This design comes from an exercise in tuning for small area, a short achievable clock period and few clock cycles on the open sky130 flow, not from production work. Function was not checked in any run shown here: the RTL went through the layout flow alone. Power is estimated from default activity; no workload was simulated.

==> flow/design.v, too long to show whole: its modules and the start of the top module <==
// module JAM: 944 lines
module JAM (
input CLK,
input RST,
output reg [2:0] W,
output reg [2:0] J,
input [6:0] Cost,
output reg [3:0] MatchCount,
output reg [9:0] MinCost,
output reg Valid );
  // ...
==> flow/run.sh <==
#!/bin/bash
# synth_recipe.tcl (not shown) runs the flow's synth.tcl, then flattens the netlist and writes it again
# the make line also repeats each setting of config.mk as NAME=value (left out here)
make -C /OpenROAD-flow-scripts/flow DESIGN_CONFIG=/design/flow/config.mk WORK_HOME=/design/flow/orfs CLKGATE_MAP_FILE= SYNTH_SCRIPT=/design/flow/synth_recipe.tcl finish
==> flow/config.mk <==
export PLATFORM = sky130hd
export DESIGN_NAME = JAM
export DESIGN_NICKNAME = JAM
export VERILOG_FILES = /design/flow/design.v
export SDC_FILE = /design/flow/constraint.sdc
export NUM_CORES = 4
export LEC_CHECK = 0
export CAP_MARGIN = 20
export CORE_MARGIN = 2
export CORE_UTILIZATION = 40
export SETUP_SLACK_MARGIN = 2.5
export SLEW_MARGIN = 20
export TNS_END_PERCENT = 100
==> flow/constraint.sdc <==
create_clock -name core_clock -period 5.0 [get_ports {CLK}]
set_input_delay 1.0000 -clock core_clock [delete_from_list [all_inputs] [get_ports {CLK}]]
set_output_delay 1.0000 -clock core_clock [all_outputs]
set_load 0.01 [all_outputs]
==> impl_metrics.yaml, run 1 <==
status:
  status: "finished clean"
grt:
  grt_overflow_total: 0
  met2_usage_pct: 34.08
  grt_pass1_vias: 41586
  grt_start_max_net_pins: 33
timing:
  tightest_slew_ps: 1165
  final.min_clock_period_ps: 2661
  rsz0062_at_grt: "yes"
  setup_violations: 0
  setup_slack_ps: 2339
  slew_viol_final: 0
clocking:
  cts_hold_buf: 0
  cts_tree: "yes"
  cts_num_sinks: 1337
logic_synthesis:
  syn_area_per_cell_um2: 10.71
  synthArstFlopShare_pct: 2.393
  syn_inst: 5638
  syn_area_mm2: 0.06037
  synthAdderAreaFrac_pct: 20.95
  synth_compound_gate_area_share_pct: 14.80
  ys_top_cells_by_area: "dfxtp_1, ha_1, inv_1"
  syn_nets: 6610
finish:
  buffers: 249
  stdcell_area_mm2: 0.07193
  clkCellAreaFrac_pct: 6.777
power:
  p_comb_share_pct: 41.3
  power_w: 0.04459
worst_setup_path:
  critical_path_required_ps: 5700
  slowest_delay_ps: 500
floorplan:
  num_rows: 142
  fp.dieArea_mm2: 0.1540
placed_design:
  place_area_mm2: 0.06294
worst_hold_path:
  hp-class: "flip-flop to flip-flop"
==> run 2: changes to the inputs <==
--- a/flow/design.v
+++ b/flow/design.v
@@ -505,38 +505,118 @@
   patD0 <= patn;
   patD1 <= patD0;
   patD2 <= patD1;
   patD3 <= patD2;
   patD4 <= patD3;
 end
 wire [6:0] X0_0 = R0_0;
 wire [6:0] X1_0 = R1_0;
-reg selT1_1_0;
-always @(posedge CLK) selT1_1_0 <= patD0 == 4'd0 || patD0 == 4'd2 || patD0 == 4'd3 || patD0 == 4'd4 || patD0 == 4'd7 || patD0 == 4'd8;
-reg selT1_2_0;
-always @(posedge CLK) selT1_2_0 <= patD0 == 4'd9;
-reg selT1_5_0;
-always @(posedge CLK) selT1_5_0 <= patD0 == 4'd1 || patD0 == 4'd5 || patD0 == 4'd6;
-wire [6:0] X0_1 = ({7{selT1_1_0}} & R0_1) | ({7{selT1_2_0}} & R0_2) | ({7{selT1_5_0}} & R0_5);
-wire [6:0] X1_1 = ({7{selT1_1_0}} & R1_1) | ({7{selT1_2_0}} & R1_2) | ({7{selT1_5_0}} & R1_5);
-reg selT2_2_0;
-always @(posedge CLK) selT2_2_0 <= patD0 == 4'd0 || patD0 == 4'd2 || patD0 == 4'd3 || patD0 == 4'd5 || patD0 == 4'd6;
-reg selT2_4_0;
-always @(posedge CLK) selT2_4_0 <= patD0 == 4'd1 || patD0 == 4'd4 || patD0 == 4'd7 || patD0 == 4'd8 || patD0 == 4'd9;
-wire [6:0] X0_2 = ({7{selT2_2_0}} & R0_2) | ({7{selT2_4_0}} & R0_4);
-wire [6:0] X1_2 = ({7{selT2_2_0}} & R1_2) | ({7{selT2_4_0}} & R1_4);
-reg selT3_3_0;
-always @(posedge CLK) selT3_3_0 <= patD0 == 4'd0 || patD0 == 4'd4 || patD0 == 4'd6;
-reg selT3_5_0;
-always @(posedge CLK) selT3_5_0 <= patD0 == 4'd2 || patD0 == 4'd8;
-reg selT3_6_0;
-always @(posedge CLK) selT3_6_0 <= patD0 == 4'd1 || patD0 == 4'd3 || patD0 == 4'd5 || patD0 == 4'd7 || patD0 == 4'd9;
-wire [6:0] X0_3 = ({7{selT3_3_0}} & R0_3) | ({7{selT3_5_0}} & R0_5) | ({7{selT3_6_0}} & R0_6);
-wire [6:0] X1_3 = ({7{selT3_3_0}} & R1_3) | ({7{selT3_5_0}} & R1_5) | ({7{selT3_6_0}} & R1_6);
+reg [6:0] X0_1; reg [6:0] X0_1_d;
+always @(*) begin
+  case (patD0)
+    4'd0: X0_1_d = R0_2;
+    4'd1: X0_1_d = R0_6;
+    4'd2: X0_1_d = R0_2;
+    4'd3: X0_1_d = R0_2;
+    4'd4: X0_1_d = R0_2;
+    4'd5: X0_1_d = R0_6;
+    4'd6: X0_1_d = R0_6;
+    4'd7: X0_1_d = R0_2;
+    4'd8: X0_1_d = R0_2;
+    4'd9: X0_1_d = R0_3;
+    default: X0_1_d = R0_2;
+  endcase
+end
+always @(posedge CLK) X0_1 <= X0_1_d;
+reg [6:0] X1_1; reg [6:0] X1_1_d;
+always @(*) begin
+  case (patD0)
+    4'd0: X1_1_d = R1_2;
+    4'd1: X1_1_d = R1_6;
+    4'd2: X1_1_d = R1_2;
+    4'd3: X1_1_d = R1_2;
+    4'd4: X1_1_d = R1_2;
+    4'd5: X1_1_d = R1_6;
+    4'd6: X1_1_d = R1_6;
+    4'd7: X1_1_d = R1_2;
+    4'd8: X1_1_d = R1_2;
+    4'd9: X1_1_d = R1_3;
+    default: X1_1_d = R1_2;
+  endcase
+end
+always @(posedge CLK) X1_1 <= X1_1_d;
+reg [6:0] X0_2; reg [6:0] X0_2_d;
+always @(*) begin
+  case (patD0)
+    4'd0: X0_2_d = R0_3;
+    4'd1: X0_2_d = R0_5;
+    4'd2: X0_2_d = R0_3;
+    4'd3: X0_2_d = R0_3;
+    4'd4: X0_2_d = R0_5;
+    4'd5: X0_2_d = R0_3;
+    4'd6: X0_2_d = R0_3;
+    4'd7: X0_2_d = R0_5;
+    4'd8: X0_2_d = R0_5;
+    4'd9: X0_2_d = R0_5;
+    default: X0_2_d = R0_3;
+  endcase
+end
+always @(posedge CLK) X0_2 <= X0_2_d;
+reg [6:0] X1_2; reg [6:0] X1_2_d;
+always @(*) begin
+  case (patD0)
+    4'd0: X1_2_d = R1_3;
+    4'd1: X1_2_d = R1_5;
+    4'd2: X1_2_d = R1_3;
+    4'd3: X1_2_d = R1_3;
+    4'd4: X1_2_d = R1_5;
+    4'd5: X1_2_d = R1_3;
+    4'd6: X1_2_d = R1_3;
+    4'd7: X1_2_d = R1_5;
+    4'd8: X1_2_d = R1_5;
+    4'd9: X1_2_d = R1_5;
+    default: X1_2_d = R1_3;
+  endcase
+end
+always @(posedge CLK) X1_2 <= X1_2_d;
+reg [6:0] X0_3; reg [6:0] X0_3_d;
+always @(*) begin
+  case (patD0)
+    4'd0: X0_3_d = R0_4;
+    4'd1: X0_3_d = R0_7;
+    4'd2: X0_3_d = R0_6;
+    4'd3: X0_3_d = R0_7;
+    4'd4: X0_3_d = R0_4;
+    4'd5: X0_3_d = R0_7;
+    4'd6: X0_3_d = R0_4;
+    4'd7: X0_3_d = R0_7;
+    4'd8: X0_3_d = R0_6;
+    4'd9: X0_3_d = R0_7;
+    default: X0_3_d = R0_4;
+  endcase
+end
+always @(posedge CLK) X0_3 <= X0_3_d;
+reg [6:0] X1_3; reg [6:0] X1_3_d;
+always @(*) begin
+  case (patD0)
+    4'd0: X1_3_d = R1_4;
+    4'd1: X1_3_d = R1_7;
+    4'd2: X1_3_d = R1_6;
+    4'd3: X1_3_d = R1_7;
+    4'd4: X1_3_d = R1_4;
+    4'd5: X1_3_d = R1_7;
+    4'd6: X1_3_d = R1_4;
+    4'd7: X1_3_d = R1_7;
+    4'd8: X1_3_d = R1_6;
+    4'd9: X1_3_d = R1_7;
+    default: X1_3_d = R1_4;
+  endcase
+end
+always @(posedge CLK) X1_3 <= X1_3_d;
 wire [6:0] X2_0 = R2_6;
 reg selT1_1_2;
 always @(posedge CLK) selT1_1_2 <= patD2 == 4'd0 || patD2 == 4'd2 || patD2 == 4'd3 || patD2 == 4'd4 || patD2 == 4'd7 || patD2 == 4'd8;
 reg selT1_2_2;
 always @(posedge CLK) selT1_2_2 <= patD2 == 4'd9;
 reg selT1_5_2;
 always @(posedge CLK) selT1_5_2 <= patD2 == 4'd1 || patD2 == 4'd5 || patD2 == 4'd6;
 wire [6:0] X2_1 = ({7{selT1_1_2}} & R2_7) | ({7{selT1_2_2}} & R2_0) | ({7{selT1_5_2}} & R2_3);
@@ -710,40 +790,120 @@
 wire [3:0] TN01 = {1'b0, TN3_0} + {1'b0, TN3_1};
 wire [3:0] TN23 = {1'b0, TN3_2} + {1'b0, TN3_3};
 reg [8:0] TV4; reg [3:0] TCA, TCB;    
 always @(posedge CLK) begin
   TV4 <= ({9{TF4_m0}} & TU4_0) | ({9{TF4_m1}} & TU4_1) | ({9{TF4_m2}} & TU4_2) | ({9{TF4_m3}} & TU4_3);
   TCA <= (TF4_m0 & TF4_m1) ? TN01 : TF4_m0 ? {1'b0, TN3_0} : TF4_m1 ? {1'b0, TN3_1} : 4'd0;
   TCB <= (TF4_m2 & TF4_m3) ? TN23 : TF4_m2 ? {1'b0, TN3_2} : TF4_m3 ? {1'b0, TN3_3} : 4'd0;
 end
-reg selB0_2_0;
-always @(posedge CLK) selB0_2_0 <= patD0 == 4'd1 || patD0 == 4'd4 || patD0 == 4'd7 || patD0 == 4'd8;
-reg selB0_4_0;
-always @(posedge CLK) selB0_4_0 <= patD0 == 4'd0 || patD0 == 4'd2 || patD0 == 4'd3 || patD0 == 4'd5 || patD0 == 4'd6;
-reg selB0_5_0;
-always @(posedge CLK) selB0_5_0 <= patD0 == 4'd9;
-wire [6:0] X4_0 = ({7{selB0_2_0}} & R4_2) | ({7{selB0_4_0}} & R4_4) | ({7{selB0_5_0}} & R4_5);
-wire [6:0] X5_0 = ({7{selB0_2_0}} & R5_2) | ({7{selB0_4_0}} & R5_4) | ({7{selB0_5_0}} & R5_5);
-reg selB1_1_0;
-always @(posedge CLK) selB1_1_0 <= patD0 == 4'd1 || patD0 == 4'd5 || patD0 == 4'd6 || patD0 == 4'd9;
-reg selB1_3_0;
-always @(posedge CLK) selB1_3_0 <= patD0 == 4'd2 || patD0 == 4'd8;
-reg selB1_5_0;
-always @(posedge CLK) selB1_5_0 <= patD0 == 4'd0 || patD0 == 4'd3 || patD0 == 4'd4 || patD0 == 4'd7;
-wire [6:0] X4_1 = ({7{selB1_1_0}} & R4_1) | ({7{selB1_3_0}} & R4_3) | ({7{selB1_5_0}} & R4_5);
-wire [6:0] X5_1 = ({7{selB1_1_0}} & R5_1) | ({7{selB1_3_0}} & R5_3) | ({7{selB1_5_0}} & R5_5);
+reg [6:0] X4_0; reg [6:0] X4_0_d;
+always @(*) begin
+  case (patD0)
+    4'd0: X4_0_d = R4_5;
+    4'd1: X4_0_d = R4_3;
+    4'd2: X4_0_d = R4_5;
+    4'd3: X4_0_d = R4_5;
+    4'd4: X4_0_d = R4_3;
+    4'd5: X4_0_d = R4_5;
+    4'd6: X4_0_d = R4_5;
+    4'd7: X4_0_d = R4_3;
+    4'd8: X4_0_d = R4_3;
+    4'd9: X4_0_d = R4_6;
+    default: X4_0_d = R4_5;
+  endcase
+end
+always @(posedge CLK) X4_0 <= X4_0_d;
+reg [6:0] X5_0; reg [6:0] X5_0_d;
+always @(*) begin
+  case (patD0)
+    4'd0: X5_0_d = R5_5;
+    4'd1: X5_0_d = R5_3;
+    4'd2: X5_0_d = R5_5;
+    4'd3: X5_0_d = R5_5;
+    4'd4: X5_0_d = R5_3;
+    4'd5: X5_0_d = R5_5;
+    4'd6: X5_0_d = R5_5;
+    4'd7: X5_0_d = R5_3;
+    4'd8: X5_0_d = R5_3;
+    4'd9: X5_0_d = R5_6;
+    default: X5_0_d = R5_5;
+  endcase
+end
+always @(posedge CLK) X5_0 <= X5_0_d;
+reg [6:0] X4_1; reg [6:0] X4_1_d;
+always @(*) begin
+  case (patD0)
+    4'd0: X4_1_d = R4_6;
+    4'd1: X4_1_d = R4_2;
+    4'd2: X4_1_d = R4_4;
+    4'd3: X4_1_d = R4_6;
+    4'd4: X4_1_d = R4_6;
+    4'd5: X4_1_d = R4_2;
+    4'd6: X4_1_d = R4_2;
+    4'd7: X4_1_d = R4_6;
+    4'd8: X4_1_d = R4_4;
+    4'd9: X4_1_d = R4_2;
+    default: X4_1_d = R4_6;
+  endcase
+end
+always @(posedge CLK) X4_1 <= X4_1_d;
+reg [6:0] X5_1; reg [6:0] X5_1_d;
+always @(*) begin
+  case (patD0)
+    4'd0: X5_1_d = R5_6;
+    4'd1: X5_1_d = R5_2;
+    4'd2: X5_1_d = R5_4;
+    4'd3: X5_1_d = R5_6;
+    4'd4: X5_1_d = R5_6;
+    4'd5: X5_1_d = R5_2;
+    4'd6: X5_1_d = R5_2;
+    4'd7: X5_1_d = R5_6;
+    4'd8: X5_1_d = R5_4;
+    4'd9: X5_1_d = R5_2;
+    default: X5_1_d = R5_6;
+  endcase
+end
+always @(posedge CLK) X5_1 <= X5_1_d;
 wire [6:0] X4_2 = R4_7;
 wire [6:0] X5_2 = R5_7;
-reg selB3_3_0;
-always @(posedge CLK) selB3_3_0 <= patD0 == 4'd1 || patD0 == 4'd3 || patD0 == 4'd5 || patD0 == 4'd7 || patD0 == 4'd9;
-reg selB3_6_0;
-always @(posedge CLK) selB3_6_0 <= patD0 == 4'd0 || patD0 == 4'd2 || patD0 == 4'd4 || patD0 == 4'd6 || patD0 == 4'd8;
-wire [6:0] X4_3 = ({7{selB3_3_0}} & R4_3) | ({7{selB3_6_0}} & R4_6);
-wire [6:0] X5_3 = ({7{selB3_3_0}} & R5_3) | ({7{selB3_6_0}} & R5_6);
+reg [6:0] X4_3; reg [6:0] X4_3_d;
+always @(*) begin
+  case (patD0)
+    4'd0: X4_3_d = R4_7;
+    4'd1: X4_3_d = R4_4;
+    4'd2: X4_3_d = R4_7;
+    4'd3: X4_3_d = R4_4;
+    4'd4: X4_3_d = R4_7;
+    4'd5: X4_3_d = R4_4;
+    4'd6: X4_3_d = R4_7;
+    4'd7: X4_3_d = R4_4;
+    4'd8: X4_3_d = R4_7;
+    4'd9: X4_3_d = R4_4;
+    default: X4_3_d = R4_7;
+  endcase
+end
+always @(posedge CLK) X4_3 <= X4_3_d;
+reg [6:0] X5_3; reg [6:0] X5_3_d;
+always @(*) begin
+  case (patD0)
+    4'd0: X5_3_d = R5_7;
+    4'd1: X5_3_d = R5_4;
+    4'd2: X5_3_d = R5_7;
+    4'd3: X5_3_d = R5_4;
+    4'd4: X5_3_d = R5_7;
+    4'd5: X5_3_d = R5_4;
+    4'd6: X5_3_d = R5_7;
+    4'd7: X5_3_d = R5_4;
+    4'd8: X5_3_d = R5_7;
+    4'd9: X5_3_d = R5_4;
+    default: X5_3_d = R5_7;
+  endcase
+end
+always @(posedge CLK) X5_3 <= X5_3_d;
 reg selB0_2_2;
 always @(posedge CLK) selB0_2_2 <= patD2 == 4'd1 || patD2 == 4'd4 || patD2 == 4'd7 || patD2 == 4'd8;
 reg selB0_4_2;
 always @(posedge CLK) selB0_4_2 <= patD2 == 4'd0 || patD2 == 4'd2 || patD2 == 4'd3 || patD2 == 4'd5 || patD2 == 4'd6;
 reg selB0_5_2;
 always @(posedge CLK) selB0_5_2 <= patD2 == 4'd9;
 wire [6:0] X6_0 = ({7{selB0_2_2}} & R6_0) | ({7{selB0_4_2}} & R6_2) | ({7{selB0_5_2}} & R6_3);
 reg selB1_1_2;
@@ -917,28 +1077,28 @@
 wire [3:0] BN01 = {1'b0, BN3_0} + {1'b0, BN3_1};
 wire [3:0] BN23 = {1'b0, BN3_2} + {1'b0, BN3_3};
 reg [8:0] BV4; reg [3:0] BCA, BCB;    
 always @(posedge CLK) begin
   BV4 <= ({9{BF4_m0}} & BU4_0) | ({9{BF4_m1}} & BU4_1) | ({9{BF4_m2}} & BU4_2) | ({9{BF4_m3}} & BU4_3);
   BCA <= (BF4_m0 & BF4_m1) ? BN01 : BF4_m0 ? {1'b0, BN3_0} : BF4_m1 ? {1'b0, BN3_1} : 4'd0;
   BCB <= (BF4_m2 & BF4_m3) ? BN23 : BF4_m2 ? {1'b0, BN3_2} : BF4_m3 ? {1'b0, BN3_3} : 4'd0;
 end
-wire [3:0] Fn = TCA + TCB;
-wire [3:0] Gn = BCA + BCB;
-reg [9:0] tot; reg [3:0] totn;
+reg [9:0] tot; reg [3:0] Fn, Gn;
 always @(posedge CLK) begin
   tot <= {1'b0, TV4} + {1'b0, BV4};
-  totn <= mul16(Fn, Gn);
+  Fn <= TCA + TCB;
+  Gn <= BCA + BCB;
 end
+wire [3:0] totn = mul16(Fn, Gn);
 reg [9:0] mc; reg [3:0] mn;
 wire [1:0] tc = cmp10(tot, mc);
 wire ld = fst[7] || (ev[7] && tc[1]);
 wire acc = ev[7] && tc[0];
 wire [9:0] mc_n = ld ? tot : mc;
 wire [3:0] mn_n = ld ? totn : acc ? mn + totn : mn;
 always @(posedge CLK) begin
   mc <= mc_n; mn <= mn_n;
-  if (ld) MinCost <= tot;
-  if (ld) MatchCount <= totn; else if (acc) MatchCount <= MatchCount + totn;
+  MinCost <= RST ? 10'd0 : mc_n;
+  MatchCount <= RST ? 4'd0 : mn_n;
   Valid <= RST ? 1'b0 : (Valid | lst[7]);
 end
 endmodule
==> flow/config.mk (replaced) <==
export PLATFORM = sky130hd
export DESIGN_NAME = JAM
export DESIGN_NICKNAME = JAM
export VERILOG_FILES = /design/flow/design.v
export SDC_FILE = /design/flow/constraint.sdc
export NUM_CORES = 4
export LEC_CHECK = 0
export ABC_AREA = 1
export CAP_MARGIN = 20
export CORE_MARGIN = 2
export CORE_UTILIZATION = 40
export SETUP_SLACK_MARGIN = 2.7
export SLEW_MARGIN = 20
export TNS_END_PERCENT = 100
==> run 2 against run 1 <==
Combinational power shrank 3%. Design area is essentially flat. Register-to-register slack gained 330 ps. Critical path depth shrank 8. Core utilization shrank 2.0 points. Clock-buffer cell count grew 6. Setup slack gained 330 ps. Largest cell class unchanged. Via count grew 8.7%. Worst hold slack gained 2.2 ps. Global-route usage shrank 0.33 points. Clock power is essentially flat. Die area grew 4.3%. Still clean on timing, DRC and antenna.
==> impl_metrics.yaml, run 2 <==
finish:
  final_common_cell: "nand2_1"
  nets: 8128
  stdcell_area_mm2: 0.07195
  drive_gt1_share_pct: 7.676
  final_cell_mix: "nand2_1, dfxtp_1, inv_1"
  final_core_util_pct: 46.01
  top_regs: "MinCost x10, mc x10, tot x10"
  area_growth_pct: 14.20
drt:
  first_iter_violations: 2932
  first_pass_iters: 7
  wl_per_cell_um: 18.11
  wirelength_um: 168900
  vias: 45762
  vias_per_cell: 4.905
  drc_errors: 0
  highest_layer: "met5"
  met1_length_um: 76550
  wl_met3_um: 7824
  ant_nets: 0
  dr_wl_met2_um: 78360
power:
  cellLeakagePower_nw: 35.26
  ir_worst_vdd_uv: 391.4
  p_per_area_mw_per_mm2: 630.4
clocking:
  cts_made_buffers: 146
  cts_num_sinks: 1423
  clk_pin_slew_ps: 60
  cts_root_buffer: "clkbuf_16"
  cts_hold_buf: 0
  htreeDepth: 4
  clk_latency_ps: 770
  cts_tree: "yes"
  clockBufferDepth: 3
logic_synthesis:
  syn_inst: 6983
  syn_area_mm2: 0.06300
  synthFlopType: "dfxtp_1"
  synth_commonest_cells: "nand2_1, dfxtp_1, ha_1"
  synth_top_area_cell: "dfxtp_1"
  post-synth-top-area-fraction_pct: 44.20
  synthArstFlopShare_pct: 2.249
  synth.distinct_cells: 49
  ys_top_cells_by_area: "dfxtp_1, ha_1, nand2_1"
  syn_nets: 7955
  ys_ff_latch: 1423
  synth_edf_count: 0
  yosysWarningCount: 1
  seq_area_frac_synth_pct: 45.47
  syn_area_per_cell_um2: 9.022
  yosysMostFrequentCell: "nand2_1"
worst_setup_path:
  path_cells: "nor2_1, inv_1, nor2_1, nand3_2, nand2_1, o21ai_0"
  slowest_delay_ps: 620
  critical_path_required_ps: 5610
  worstPathMaxFanout: 14
  critPathSlowestCell: "nor2_1"
  cp-start-kind: "flip-flop"
  arrival_ps: 2930
  crit_type: "flip-flop to flip-flop"
  end_kind: "flip-flop"
  rr_startpoint: "cnt[6]"
  cp-startpoint: "cnt[6]"
  cp_common_cell: "nor2_1"
placed_design:
  dp.final_hpwl_um: 132500
  port_buffers: 29
  gp_congestion: 0.9495
  place_area_mm2: 0.06564
timing:
  slew_viol_final: 0
  final.min_clock_period_ps: 2326
  tightest_slew_ps: 1010
  relSlewSlack_pct: 32.62
  setup_violations: 0
  finalHoldViolCount: 0
  setup_tns_ps: 0
  min_period_over_period_pct: 46.53
  max_clock_freq_mhz: 429.8
  rsz0062_at_grt: "yes"
  skew_ps: 23.91
grt:
  antenna_found_initial: 9
  grt_pass1_wl_um: 257400
  grt_overflow_total: 0
  grt.total_usage_pct: 20.66
  grt_pass1_vias: 44966
  grt_start_max_net_pins: 33
status:
  status: "finished clean"
floorplan:
  initial_utilization_pct: 40.28
  die_w_um: 400.9
  die_y_um: 400.9
  fp.dieArea_mm2: 0.1607
  io-pin-count: 30
  num_rows: 145
  coreArea_mm2: 0.1564
worst_hold_path:
  hp-start: "R2_5[4]"
  hp-class: "flip-flop to flip-flop"
flow_run:
  max-cap-violations: 0
==> run 2: metrics by stage <==
stage | hold slack [ps] | power (W) | setup WS, ps | instances
6_report | 323.1 | 0.04536 | 2674 | 9329
3_3_place_gp | 310.4 | 0.03259 | 2155 | 9007
4_1_cts | 318.3 | 0.04432 | 2675 | 9275
3_5_place_dp | 312.1 | 0.03292 | 2135 | 9007
2_1_floorplan | 309.6 | 0.02737 | 2855 | 6983
5_1_grt | 326.7 | 0.04879 | 2602 | 9327
==> run 2: power breakdown <==
part | internal [W] | leakage [nW] | switching [W]
clock | 0.00647 | 2.41 | 0.00457
sequential | 0.0140 | 12.1 | 0.00238
combinational | 0.00693 | 20.8 | 0.0110
total | 0.0274 | 35.3 | 0.0180
==> run 2: critical path: cells and delay by family (launching register included) <==
family | cells | cell delay, ps
AND/OR/NAND/NOR | 4 | 1580
flip-flops | 1 | 390
AO/OA/AOI/OAI | 1 | 110
buffers and inverters | 1 | 80
==> run 2: repair_timing <==
action	4_1_cts	5_1_grt
endpoints found under the setup margin	270	252
pin swaps	6	32
gates cloned	0	6
gates resized for setup	167	204
buffers inserted	7	46
==> run 2: per-layer routing <==
layer  vias to the layer above  global-route usage [%]
met5                         -                       0
met4                         2                   7.680
met3                       328                   2.943
met2                      1079                   34.96
met1                     21153                   26.68
li1                      23200                       -
==> run 2: final timing paths <==
kind | to | slack (ps) | cells after the start
setup / recovery | R7_3[4] | 2670 | 6
max in group asynchronous | cnt[1] | 3490 | 3
hold / removal | R2_4[4] | 320 | 0
hold reg to reg | R2_4[4] | 320 | 0
min in group asynchronous | fst[7] | 1180 | 3
setup reg to reg | R7_3[4] | 2670 | 6
==> run 2: logic make-up after synthesis <==
| group | synth area share (%) |
|---|---|
| multiplexers | 0.1072 |
| buffers and inverters | 5.787 |
| AO/OA/AOI/OAI | 8.355 |
| flip-flops | 45.47 |
| AND/OR/NAND/NOR | 15.21 |
| adder cells (fa/ha/maj) | 20.08 |
| XOR/XNOR | 4.985 |
==> run 2: cell type report <==
| class | instances | area, µm² |
|---|---|---|
| Antenna cell | 2 | 5.005 |
| Sequential cell | 1423 | 28730 |
| Timing Repair Buffer | 92 | 720.7 |
| Clock inverter | 61 | 750.7 |
| Clock buffer | 200 | 4149 |
| Multi-Input combinational cell | 4600 | 31600 |
| Fill cell | 14802 | 84440 |
| Timing Repair inverter | 5 | 35.03 |
| Inverter | 888 | 3386 |
| Tap cell | 2058 | 2575 |
==> run 3: changes to the inputs <==
--- a/flow/config.mk
+++ b/flow/config.mk
@@ -11,2 +11,3 @@
 export CORE_UTILIZATION = 40
+export PLACE_DENSITY = 0.7
 export SETUP_SLACK_MARGIN = 2.7
==> run 3 against run 2 <==
Still clean. Die area is the same. Design area grew 0.35%. First-iteration DRC count grew 4.4%. Synthesized area is the same. Worst hold slack is essentially flat. Sequential cell count is the same. Critical path depth shrank 5. Synthesized cell count is the same.
==> impl_metrics.yaml, run 3 <==
floorplan:
  initial_utilization_pct: 40.28
  io-pin-count: 30
  coreArea_mm2: 0.1564
  die_y_um: 400.9
  num_rows: 145
  die_w_um: 400.9
  fp.dieArea_mm2: 0.1607
logic_synthesis:
  yosysMostFrequentCell: "nand2_1"
  synth_edf_count: 0
  synth.distinct_cells: 49
  seq_area_frac_synth_pct: 45.47
  syn_nets: 7955
  ys_top_cells_by_area: "dfxtp_1, ha_1, nand2_1"
  syn_area_mm2: 0.06300
  synth_top_area_cell: "dfxtp_1"
  synthFlopType: "dfxtp_1"
  synthArstFlopShare_pct: 2.249
  yosysWarningCount: 1
  syn_area_per_cell_um2: 9.022
  synth_commonest_cells: "nand2_1, dfxtp_1, ha_1"
  ys_ff_latch: 1423
  post-synth-top-area-fraction_pct: 44.20
  syn_inst: 6983
clocking:
  cts_tree: "yes"
  clockBufferDepth: 3
  cts_num_sinks: 1423
  clk_latency_ps: 780
  cts_made_buffers: 146
  htreeDepth: 4
  cts_root_buffer: "clkbuf_16"
  cts_hold_buf: 0
  clk_pin_slew_ps: 60
timing:
  min_period_over_period_pct: 45.55
  rsz0062_at_grt: "yes"
  skew_ps: 23.29
  relSlewSlack_pct: 31.72
  tightest_slew_ps: 1023
  max_clock_freq_mhz: 439.1
  slew_viol_final: 0
  setup_tns_ps: 0
  final.min_clock_period_ps: 2277
  setup_violations: 0
  finalHoldViolCount: 0
  whs_ps: 322.8
grt:
  grt_pass1_wl_um: 256300
  use_met1_pct: 26.19
  grt_overflow_total: 0
  grt_use_met3_pct: 2.939
  antenna_found_initial: 13
  top_usage_layer: "met2"
  met2_usage_pct: 33.94
  grt_pass1_vias: 46007
  grt_start_max_net_pins: 37
  grt.total_usage_pct: 20.39
placed_design:
  dp.final_hpwl_um: 131800
  place_area_mm2: 0.06564
  dp.cells: 9007
  gp_congestion: 0.9404
  port_buffers: 29
finish:
  final_cell_mix: "nand2_1, dfxtp_1, inv_1"
  final_common_cell: "nand2_1"
  nets: 8124
  area_growth_pct: 14.60
  fin_cells: 9333
  stdcell_area_mm2: 0.07220
  drive_gt1_share_pct: 7.840
  top_regs: "MinCost x10, mc x10, tot x10"
drt:
  vias_per_cell: 4.981
  vias: 46488
  first_iter_violations: 3062
  drc_errors: 0
  wirelength_um: 168100
  first_pass_iters: 6
  ant_nets: 0
  wl_per_cell_um: 18.01
worst_setup_path:
  end_kind: "primary output"
  arrival_ps: 1280
  critPathSlowestCell: "dfxtp_4"
  slowest_delay_ps: 390
  worstPathMaxFanout: 1
  crit_type: "flip-flop to primary output"
  critical_path_required_ps: 4000
  crit_buf_inv: 1
  path_cells: "buf_6"
  critPathTopFamily: "flip-flops"
  cp-start-kind: "flip-flop"
worst_hold_path:
  hp-class: "flip-flop to flip-flop"
power:
  ir_worst_vdd_uv: 353.9
  p_per_area_mw_per_mm2: 639.1
  cellLeakagePower_nw: 35.38
  power_w: 0.04614
flow_run:
  max-cap-violations: 0
status:
  status: "finished clean"
-- run 3: routing by layer --
layer  vias to the layer above  wire [µm]
met4                         6       7212
met3                       402       8848
met2                      1295      77980
met1                     21617      73980
met5                         -         46
li1                      23168          -
-- run 3: logic make-up (layout without fill, tap and decap cells) --
group                    Yosys count  after routing  share of synthesized area [%]
XOR/XNOR                         356            356                          4.985
buffers and inverters            961           1248                          5.787
AND/OR/NAND/NOR                 2326           2326                          15.21
AO/OA/AOI/OAI                    948            948                          8.355
other                              0              5                              0
flip-flops                      1423           1423                          45.47
multiplexers                       6              6                         0.1072
adder cells (fa/ha/maj)          963            963                          20.08
-- run 3: stage by stage --
stage	util (%)	setup WS, ps
2_1_floorplan	-	2855
3_3_place_gp	41.97	2059
3_5_place_dp	41.97	2159
4_1_cts	45.38	2540
5_1_grt	46.16	2636
6_report	46.17	2723
-- run 3: final timing paths --
path                           start            to  slack, ps  cells past startpoint
min reg2reg                  R4_1[0]       R4_0[0]        320                      0
max reg2reg                selB0_5_2  TU3_013_1[6]       2720                      9
min in group asynchronous        RST        cnt[5]       1280                      2
max in group asynchronous        RST        cnt[2]       3270                      2
min                          R4_1[0]       R4_0[0]        320                      0
max                             W[1]          W[1]       2720                      1
-- run 3: power breakdown --
group,switching [W],total (W),leakage (nW),internal [W]
Combinational,0.0113,0.0184,20.8,0.00709
Clock,0.00457,0.0114,2.51,0.00679
Sequential,0.00236,0.0163,12.1,0.0140
-- run 3: what timing repair did --
action                     4_1_cts  5_1_grt
setup endpoints to repair      261      213
gates resized for setup        170      205
gates cloned                     0        5
pin swaps                        6       29
buffers inserted                10       40
-- run 3: cell type report --
cell class              count  area, µm²
multi-input cells        4599      31690
inverters                 888       3388
fillers                 14513      84190
repair inverters            3      22.52
well taps                2058       2575
diodes                      5      12.51
clock buffers             195       4183
repair buffers             91      706.9
clock inverters            71      903.4
flip-flops and latches   1423      28720
==> run 4: changes to the inputs <==
--- a/flow/config.mk
+++ b/flow/config.mk
@@ -12,3 +12,3 @@
 export PLACE_DENSITY = 0.7
-export SETUP_SLACK_MARGIN = 2.7
+export SETUP_SLACK_MARGIN = 2.8
 export SLEW_MARGIN = 20
==> run 4 against run 3 <==
Clock-buffer cell count stayed put. Setup slack worse by 3.7 ps. Global-route usage rose by 0.099 points. First-iteration DRC count up 5.0%. Critical path type unchanged. Largest cell class unchanged. Highest routed layer unchanged.
==> impl_metrics.yaml, run 4 <==
clocking:
  cts_hold_buf: 0
  clockBufferDepth: 3
  cts_num_sinks: 1423
  cts_tree: "yes"
  cts_root_buffer: "clkbuf_16"
  htreeDepth: 4
  clk_latency_ps: 770
  clk_pin_slew_ps: 60
  cts_made_buffers: 146
worst_setup_path:
  cp-start-kind: "flip-flop"
  arrival_ps: 1280
  crit_buf_inv: 1
  path_cells: "buf_6"
  end_kind: "primary output"
  critical_path_required_ps: 4000
  slowest_delay_ps: 390
  crit_type: "flip-flop to primary output"
  critPathSlowestCell: "dfxtp_4"
  worstPathMaxFanout: 1
  critPathTopFamily: "flip-flops"
timing:
  tightest_slew_ps: 1010
  setup_violations: 0
  relSlewSlack_pct: 32.61
  slew_viol_final: 0
  max_clock_freq_mhz: 438.4
  rsz0062_at_grt: "yes"
  setup_tns_ps: 0
  skew_ps: 23.05
  final.min_clock_period_ps: 2281
  finalHoldViolCount: 0
  min_period_over_period_pct: 45.62
power:
  p_sw_w: 0.01861
  p_per_area_mw_per_mm2: 638.6
  p_comb_share_pct: 40.6
  switching_share_pct: 39.76
  p_int_w: 0.02819
  ir_worst_vdd_uv: 353.0
  power.clock.fraction_pct: 24.3
  cellLeakagePower_nw: 35.75
  p_seq_share_pct: 35.1
logic_synthesis:
  synthXorXnorAreaFrac_pct: 4.985
  syn_area_per_cell_um2: 9.022
  synth_commonest_cells: "nand2_1, dfxtp_1, ha_1"
  post-synth-top-area-fraction_pct: 44.20
  synthArstFlopShare_pct: 2.249
  syn_area_mm2: 0.06300
  synthAdderAreaFrac_pct: 20.08
  synth_top_family_by_area: "adder cells"
  synth.distinct_cells: 49
  syn_nets: 7955
  ys_top_cells_by_area: "dfxtp_1, ha_1, nand2_1"
  syn_inst: 6983
  yosysMostFrequentCell: "nand2_1"
  seq_area_frac_synth_pct: 45.47
  yosysWarningCount: 1
  synth_edf_count: 0
  ys_ff_latch: 1423
  synth_compound_gate_area_share_pct: 8.355
  yosys.area_share.simple_pct: 15.21
  synthFlopType: "dfxtp_1"
  muxShareOfSynthArea_pct: 0.1072
  synth_top_area_cell: "dfxtp_1"
drt:
  drc_errors: 0
  wirelength_um: 170200
  wl_met3_um: 9205
  vias_per_cell: 5.010
  highest_layer: "met5"
  first_iter_violations: 3215
  vias: 46925
  met1_length_um: 74290
  first_pass_iters: 5
  ant_nets: 0
  wl_per_cell_um: 18.17
  dr_wl_met2_um: 79160
finish:
  top_regs: "MinCost x10, mc x10, tot x10"
  drive_gt1_share_pct: 10.27
  final_common_cell: "nand2_1"
  n_fill_cell: 14359
  final_cell_mix: "nand2_1, dfxtp_1, inv_1"
  area_growth_pct: 16.32
  final_core_util_pct: 46.86
  nets: 8156
floorplan:
  fp.dieArea_mm2: 0.1607
  die_y_um: 400.9
  coreArea_mm2: 0.1564
  num_rows: 145
  die_w_um: 400.9
  initial_utilization_pct: 40.28
  io-pin-count: 30
grt:
  grt_overflow_total: 0
  grt_pass1_wl_um: 257500
  antenna_found_initial: 12
  grt_start_max_net_pins: 37
  grt_pass1_vias: 46343
  grt.total_usage_pct: 20.49
placed_design:
  dp.final_hpwl_um: 131800
  gp_congestion: 0.9404
  port_buffers: 29
status:
  status: "finished clean"
worst_hold_path:
  hp-class: "flip-flop to flip-flop"
flow_run:
  max-cap-violations: 0
run 4: layout make-up:
type,instances,area (µm²),area share [%]
multi-input combinational,4602,32420,44.24
sequential,1423,28770,39.26
clock buffer,195,4183,5.708
inverter,888,3400,4.639
tap,2058,2575,3.514
timing repair buffer,118,982.2,1.340
clock inverter,71,903.4,1.233
timing repair inverter,5,36.28,0.04952
antenna,6,15.01,0.02049
run 4: final timing paths:
path,startpoint,to,slack [ps],cells after the start
hold / removal,R2_5[0],R2_4[0],320,0
hold reg to reg,R2_5[0],R2_4[0],320,0
max in group asynchronous,RST,cnt[1],3280,2
min in group asynchronous,RST,cnt[5],1280,2
setup reg to reg,selT3_5_2,BU3_012_1[7],2790,12
setup / recovery,W[1],W[1],2720,1
run 4: per-stage QoR:
stage	instances	hold WS, ps	area (µm²)	setup slack [ps]	total power, W
3_3_place_gp	9007	309.9	65640	2059	0.03268
4_1_cts	9307	323.3	71590	2610	0.04530
6_report	9366	321.9	73280	2719	0.04680
5_1_grt	9360	326.5	73260	2660	0.05006
2_1_floorplan	6983	309.6	63000	2855	0.02737
3_5_place_dp	9007	312.1	65640	2159	0.03308
run 4: kinds of logic (layout without fill, tap and decap cells):
family	count (synthesis)	after routing
muxes	6	6
buffers and inverters	961	1277
DFF	1423	1423
adders and majority gates	963	963
AOI/OAI and AO/OA	948	948
and+or+nand+nor	2326	2329
other	0	6
xor gates and xnor gates	356	356
run 4: what timing repair did:
item	in CTS	in global routing
gates resized for setup	274	325
pin swaps	22	57
gates cloned	0	8
buffers inserted	34	45
setup endpoints to repair	361	290
hold endpoints to repair	0	0
run 4: power groups by stage:
stage                     clock network, W  logic [W]  registers (W)
after global routing                0.0120     0.0214         0.0166
after CTS                           0.0115     0.0174         0.0163
after detailed placement                 0     0.0165         0.0165
after global placement                   0     0.0162         0.0165
after floorplan                          0     0.0120         0.0153
final                               0.0114     0.0190         0.0164
run 4: routing by layer:
metal	up-vias	GRT usage, %
li1	23237	-
met1	21942	26.05
met2	1344	34.10
met3	400	3.202
met4	2	9.454
met5	-	0
==> run 5: changes to the inputs <==
--- a/flow/config.mk
+++ b/flow/config.mk
@@ -11,2 +11,4 @@
 export CORE_UTILIZATION = 40
+export CTS_CLUSTER_DIAMETER = 150
+export CTS_CLUSTER_SIZE = 25
 export PLACE_DENSITY = 0.7
==> run 5 against run 4 <==
Clock-buffer cell count fell by 123. Worst hold slack improved by 1.1 ps. Combinational power barely moved. Total power fell by 11%. Non-clock buffer count fell by 1. Fmax rose by 3.3%. Critical path type is now flip-flop to flip-flop. Synthesized area did not move. Sequential cell count did not move. Sequential power barely moved. First-iteration DRC count fell by 1.9%. Die area did not move. Highest routed layer is now met4. Sequential share of layout area rose by 1.9 points. Still clean on timing, DRC and antenna.
==> impl_metrics.yaml, run 5 <==
worst_setup_path:
  arrival_ps: 2780
  cp-startpoint: "selB3_3_2"
  cp-start-kind: "flip-flop"
  crit_type: "flip-flop to flip-flop"
  slowest_delay_ps: 490
  worstPathMaxFanout: 14
  critPathSlowestCell: "dfxtp_4"
  path_cells: "nand2_1, nand3_4, ha_4, a21oi_1, nand2_1, nand2_1, nand2_1, a21oi_1, nor2_1, o21ai_0, nand2_1, xor2_1"
  end_kind: "flip-flop"
  rr_startpoint: "selB3_3_2"
  critical_path_required_ps: 5570
  cp_common_cell: "nand2_1"
finish:
  stdcell_area_mm2: 0.06990
  nets: 8073
  top_regs: "MinCost x10, mc x10, tot x10"
  final_cell_mix: "nand2_1, dfxtp_1, inv_1"
  drive_gt1_share_pct: 7.918
  area_growth_pct: 10.95
  fin_cells: 9173
  final_common_cell: "nand2_1"
timing:
  tightest_slew_ps: 998.6
  final.min_clock_period_ps: 2208
  finalHoldViolCount: 0
  rsz0062_at_grt: "yes"
  max_clock_freq_mhz: 452.9
  slew_viol_final: 0
  whs_ps: 323.0
  relSlewSlack_pct: 33.36
  min_period_over_period_pct: 44.16
  skew_ps: 25.24
  setup_tns_ps: 0
  setup_violations: 0
floorplan:
  initial_utilization_pct: 40.28
  io-pin-count: 30
  die_w_um: 400.9
  fp.dieArea_mm2: 0.1607
  num_rows: 145
  die_y_um: 400.9
  coreArea_mm2: 0.1564
clocking:
  cts_tree: "yes"
  cts_made_buffers: 66
  htreeDepth: 3
  cts_num_sinks: 1423
  clk_pin_slew_ps: 100
  cts_root_buffer: "clkbuf_16"
  clockBufferDepth: 3
  clk_latency_ps: 690
flow_run:
  max-cap-violations: 0
grt:
  grt_start_max_net_pins: 37
  grt_pass1_vias: 45088
  grt_overflow_total: 0
  antenna_found_initial: 11
  grt.total_usage_pct: 20.04
  grt_pass1_wl_um: 252800
placed_design:
  dp.final_hpwl_um: 131800
  port_buffers: 29
  gp_congestion: 0.9404
  dp.cells: 9007
  place_area_mm2: 0.06564
worst_hold_path:
  hp-start: "R1_1[1]"
  hp-class: "flip-flop to flip-flop"
logic_synthesis:
  synthArstFlopShare_pct: 2.249
  synth_top_area_cell: "dfxtp_1"
  yosysMostFrequentCell: "nand2_1"
  syn_inst: 6983
  post-synth-top-area-fraction_pct: 44.20
  yosysWarningCount: 1
  synth_edf_count: 0
  syn_area_mm2: 0.06300
  synth.distinct_cells: 49
  ys_ff_latch: 1423
  synth_commonest_cells: "nand2_1, dfxtp_1, ha_1"
  ys_top_cells_by_area: "dfxtp_1, ha_1, nand2_1"
  syn_area_per_cell_um2: 9.022
  syn_nets: 7955
  synthFlopType: "dfxtp_1"
  seq_area_frac_synth_pct: 45.47
drt:
  vias: 45939
  wirelength_um: 166700
  ant_nets: 0
  first_pass_iters: 10
  first_iter_violations: 3155
  wl_per_cell_um: 18.17
  drc_errors: 0
  vias_per_cell: 5.008
power:
  power_w: 0.04146
  p_per_area_mw_per_mm2: 593.2
  ir_worst_vdd_uv: 284.9
  cellLeakagePower_nw: 34.12
status:
  status: "finished clean"
## run 5: cell counts after synthesis
Identical to the previous run, type by type.
## run 5: power breakdown
part | switching (W) | leakage (nW) | internal (W) | total [W]
sequential | 0.00239 | 12.1 | 0.0140 | 0.0164
clock | 0.00354 | 0.878 | 0.00250 | 0.00603
combinational | 0.0116 | 21.2 | 0.00749 | 0.0191
## run 5: cell families (layout without fill, tap and decap cells)
| kind of cell | count (synthesis) | count (layout) | synth area share (%) |
|---|---|---|---|
| fa+ha+maj | 963 | 963 | 20.08 |
| buf+inv | 961 | 1085 | 5.787 |
| simple gates | 2326 | 2329 | 15.21 |
| other cells | 0 | 5 | 0 |
| flops | 1423 | 1423 | 45.47 |
| mux | 6 | 6 | 0.1072 |
| xor+xnor | 356 | 356 | 4.985 |
| compound gates | 948 | 948 | 8.355 |
## run 5: area by class of cell
cell class / count / area (µm²)
well taps: 2058 / 2575
multi-input cells: 4602 / 32380
diodes: 5 / 12.51
repair inverters: 3 / 21.27
fillers: 14735 / 86490
repair buffers: 117 / 943.4
clock inverters: 5 / 66.31
flip-flops and latches: 1423 / 28770
clock buffers: 72 / 1727
inverters: 888 / 3401
## run 5: critical path: cells and delay by family (launching register included)
| kind | cells | cell delay [ps] |
|---|---|---|
| xor gates and xnor gates | 1 | 140 |
| DFF | 1 | 490 |
| adders and majority gates | 1 | 240 |
| and+or+nand+nor | 7 | 680 |
| AOI/OAI and AO/OA | 3 | 540 |
## run 5: routing by layer
layer | up-vias | part of all wire [%] | GRT usage, %
met5 | - | 0 | 0
met4 | 0 | 4.2 | 7.865
met3 | 326 | 4.6 | 2.102
met2 | 1162 | 46 | 33.68
met1 | 21502 | 45 | 26.39
li1 | 22949 | - | -
## run 5: what timing repair did
action / 4_1_cts / 5_1_grt
gates cloned: 0 / 6
resized for setup: 273 / 305
hold buffers: 0 / 0
endpoints found under the setup margin: 355 / 271
pin swaps: 23 / 58
buffers inserted: 35 / 43
## run 5: per-stage QoR
stage	util [%]	worst slack, ps
final	44.70	2792
after global routing	44.69	2697
after CTS	43.66	2641
after detailed placement	41.97	2159
after global placement	41.97	2059
after floorplan	-	2855
## run 5: path summary, 6_finish.rpt
check	end	slack, ps	depth (start not counted)
worst min-delay path	R1_0[1]	320	0
worst min register to register	R1_0[1]	320	0
min in group asynchronous	fst[5]	1350	2
worst max register to register	TU3_123_3[7]	2790	12
max in group asynchronous	cnt[4]	3190	2
worst max-delay path	TU3_123_3[7]	2790	12
==> run 6: changes to the inputs <==
==> flow/config.mk (replaced) <==
export PLATFORM = sky130hd
export DESIGN_NAME = JAM
export DESIGN_NICKNAME = JAM
export VERILOG_FILES = /design/flow/design.v
export SDC_FILE = /design/flow/constraint.sdc
export NUM_CORES = 4
export LEC_CHECK = 0
export ABC_AREA = 1
export CAP_MARGIN = 0
export CORE_MARGIN = 2
export CORE_UTILIZATION = 40
export SETUP_SLACK_MARGIN = 2.7
export SLEW_MARGIN = 0
export TNS_END_PERCENT = 100
==> run 6 against run 5 <==
Worst hold slack is essentially flat. Largest power group unchanged. Total power increased by 9.4%. Largest cell class unchanged. Sequential power barely moved. Highest routed layer is now met5. Still clean.
==> impl_metrics.yaml, run 6 <==
clocking:
  cts_num_sinks: 1423
  clockBufferDepth: 3
  clk_pin_slew_ps: 60
  clk_latency_ps: 770
  cts_root_buffer: "clkbuf_16"
  cts_made_buffers: 146
  cts_hold_buf: 0
  cts_tree: "yes"
  htreeDepth: 4
drt:
  vias_per_cell: 4.905
  first_iter_violations: 2932
  vias: 45762
  ant_nets: 0
  first_pass_iters: 7
  drc_errors: 0
  wirelength_um: 168900
  wl_per_cell_um: 18.11
timing:
  min_period_over_period_pct: 46.53
  finalHoldViolCount: 0
  setup_tns_ps: 0
  relSlewSlack_pct: 32.62
  slew_viol_final: 0
  rsz0062_at_grt: "yes"
  max_clock_freq_mhz: 429.8
  setup_violations: 0
  skew_ps: 23.91
  final.min_clock_period_ps: 2326
  tightest_slew_ps: 1010
logic_synthesis:
  syn_inst: 6983
  synth_commonest_cells: "nand2_1, dfxtp_1, ha_1"
  synth_top_area_cell: "dfxtp_1"
  synthArstFlopShare_pct: 2.249
  syn_nets: 7955
  seq_area_frac_synth_pct: 45.47
  yosysWarningCount: 1
  synth_edf_count: 0
  synth.distinct_cells: 49
  ys_top_cells_by_area: "dfxtp_1, ha_1, nand2_1"
  syn_area_per_cell_um2: 9.022
  post-synth-top-area-fraction_pct: 44.20
  synthFlopType: "dfxtp_1"
  syn_area_mm2: 0.06300
  yosysMostFrequentCell: "nand2_1"
  ys_ff_latch: 1423
finish:
  final_cell_mix: "nand2_1, dfxtp_1, inv_1"
  top_regs: "MinCost x10, mc x10, tot x10"
  stdcell_area_mm2: 0.07195
  fin_cells: 9329
  multi_input_comb_area_mm2: 0.03160
  area_growth_pct: 14.20
  final_core_util_pct: 46.01
  nets: 8128
  drive_gt1_share_pct: 7.676
  n_fill_cell: 14802
  final_common_cell: "nand2_1"
  register_area_mm2: 0.02873
worst_setup_path:
  worstRegToRegCells: 6
  critical_path_required_ps: 5610
  crit_cells: 6
  end_kind: "flip-flop"
  crit-reg2reg-capture: "R7_3[4]"
  rr_startpoint: "cnt[6]"
  crit_type: "flip-flop to flip-flop"
  slowest_delay_ps: 620
  arrival_ps: 2930
  path_cells: "nor2_1, inv_1, nor2_1, nand3_2, nand2_1, o21ai_0"
  critPathSlowestCell: "nor2_1"
  worstPathMaxFanout: 14
  r2r_slack_ps: 2670
  crit_buf_inv: 1
  critPathTopFamily: "simple AND/OR/NAND/NOR gates"
  cp_common_cell: "nor2_1"
  cp-start-kind: "flip-flop"
floorplan:
  num_rows: 145
  coreArea_mm2: 0.1564
  initial_utilization_pct: 40.28
  die_w_um: 400.9
  die_y_um: 400.9
  io-pin-count: 30
  fp.dieArea_mm2: 0.1607
power:
  p_sw_w: 0.01796
  p_comb_share_pct: 39.6
  switching_share_pct: 39.59
  p_seq_share_pct: 36.1
  p_per_area_mw_per_mm2: 630.4
  ir_worst_vdd_uv: 391.4
  power_w: 0.04536
  p_int_w: 0.02740
  cellLeakagePower_nw: 35.26
  power.clock.fraction_pct: 24.3
worst_hold_path:
  min_to: "R2_4[4]"
  hp-class: "flip-flop to flip-flop"
  hp-start: "R2_5[4]"
  hold_depth: 0
grt:
  antenna_found_initial: 9
  grt_start_max_net_pins: 33
  grt.total_usage_pct: 20.66
  grt_pass1_vias: 44966
  grt_overflow_total: 0
  grt_pass1_wl_um: 257400
status:
  status: "finished clean"
placed_design:
  dp.cells: 9007
  gp_congestion: 0.9495
  port_buffers: 29
  dp.final_hpwl_um: 132500
  place_area_mm2: 0.06564
flow_run:
  max-cap-violations: 0
==> run 6: cell types whose count changed in the layout (fill, tap and decap cells not counted), moves of 20 or more <==
cell,previous run,this run
a21oi_1,514,539
a21oi_2,47,23
buf_4,74,54
clkbuf_1,3,27
clkbuf_16,68,148
clkbuf_8,1,25
clkinv_2,1,27
dfxtp_1,1324,1349
ha_1,831,857
ha_4,41,21
nand3_1,395,422
==> run 6: how the worst max path moves through the flow <==
stage               from            to  slack, ps
6_report          cnt[6]       R7_3[4]       2670
5_1_grt        selT3_5_2  BU3_013_1[7]       2600
4_1_cts           cnt[0]      patD0[2]       2680
3_5_place_dp    BU4_0[2]        BCA[1]       2130
3_3_place_gp    BU4_0[2]        BCA[1]       2160
2_1_floorplan     BCA[0]       totn[3]       2850
==> run 6: repair_timing <==
| item | in CTS | in global routing |
|---|---|---|
| endpoints found under the setup margin | 270 | 252 |
| setup buffers | 7 | 46 |
| cloned | 0 | 6 |
| resized for setup | 167 | 204 |
| pin swaps | 6 | 32 |
==> run 6: final cells by class <==
class | instances | area share [%]
Clock inverter | 61 | 1.043
Tap cell | 2058 | 3.579
Sequential cell | 1423 | 39.93
Timing Repair Buffer | 92 | 1.002
Clock buffer | 200 | 5.767
Inverter | 888 | 4.706
Multi-Input combinational cell | 4600 | 43.92
Antenna cell | 2 | 0.006956
Timing Repair inverter | 5 | 0.04869
==> run 6: kinds of logic (layout without fill, tap and decap cells) <==
group	count (synthesis)	count (layout)	synth area share, %
adders and majority gates	963	963	20.08
DFF	1423	1423	45.47
other	0	2	0
buffers and inverters	961	1246	5.787
AOI/OAI and AO/OA	948	948	8.355
muxes	6	6	0.1072
and+or+nand+nor	2326	2327	15.21
xor gates and xnor gates	356	356	4.985
==> run 6: layer usage <==
metal | up-vias | GRT usage (%) | part of all wire, %
li1 | 23200 | - | -
met1 | 21153 | 26.68 | 45
met2 | 1079 | 34.96 | 46
met3 | 328 | 2.943 | 4.6
met4 | 2 | 7.680 | 3.7
met5 | - | 0 | 0.0077
==> run 6: through the flow <==
stage,setup slack (ps),hold WS (ps)
6_report,2674,323.1
5_1_grt,2602,326.7
4_1_cts,2675,318.3
3_5_place_dp,2135,312.1
3_3_place_gp,2155,310.4
2_1_floorplan,2855,309.6
==> run 6: power by group through the flow <==
stage	registers (W)	clock network [W]	logic [W]
2_1_floorplan	0.0153	0	0.0120
3_3_place_gp	0.0166	0	0.0160
3_5_place_dp	0.0166	0	0.0163
4_1_cts	0.0163	0.0113	0.0167
5_1_grt	0.0166	0.0117	0.0204
6_report	0.0164	0.0110	0.0179
==> run 6: worst reg2reg max path, cell delays in order (launching register included) <==
cell	delay, ps
dfrtp_1	390
nor2_1	210
inv_1	80
nor2_1	620
nand3_2	490
nand2_1	260
o21ai_0	110

==> port drivers added, routing unchanged <==
Ports are ideal in the flow. The routed layouts listed here were re-timed in OpenROAD.
Step 1 (the two cells are an assumption about what drives the block):
set clk [get_ports {CLK}]
set_driving_cell -lib_cell sky130_fd_sc_hd__clkbuf_16 $clk
set_driving_cell -lib_cell sky130_fd_sc_hd__buf_2 [delete_from_list [all_inputs] $clk]
Step 2, shift: input delay + t, output delay - t, t = (earliest + latest rising clock arrival at the registers) / 2. This alone moves slack from input paths to output paths.
a / b / c = no drivers / after step 1 / after step 2; a / b = the first two.
run | t (ns) | slack for setup (ns) | hold slack, ns
run 1 | 0.845 | 2.339 / 2.339 / 2.225 | 0.321 / 0.321 / 0.321
run 2 | 0.842 | 2.674 / 2.674 / 2.370 | 0.323 / 0.323 / 0.323
run 3 | 0.843 | 2.723 / 2.644 / 2.404 | 0.323 / 0.323 / 0.323
run 4 | 0.839 | 2.719 / 2.641 / 2.412 | 0.322 / 0.322 / 0.322
run 5 | 0.753 | 2.792 / 2.723 / 2.372 | 0.323 / 0.323 / 0.323
run 6 | 0.842 | 2.674 / 2.674 / 2.370 | 0.323 / 0.323 / 0.323
After both steps setup and hold are still met in every run listed. For run 5, which loses most, drivers alone change the setup slack by -0.069 ns; drivers and shift together by -0.420 ns.
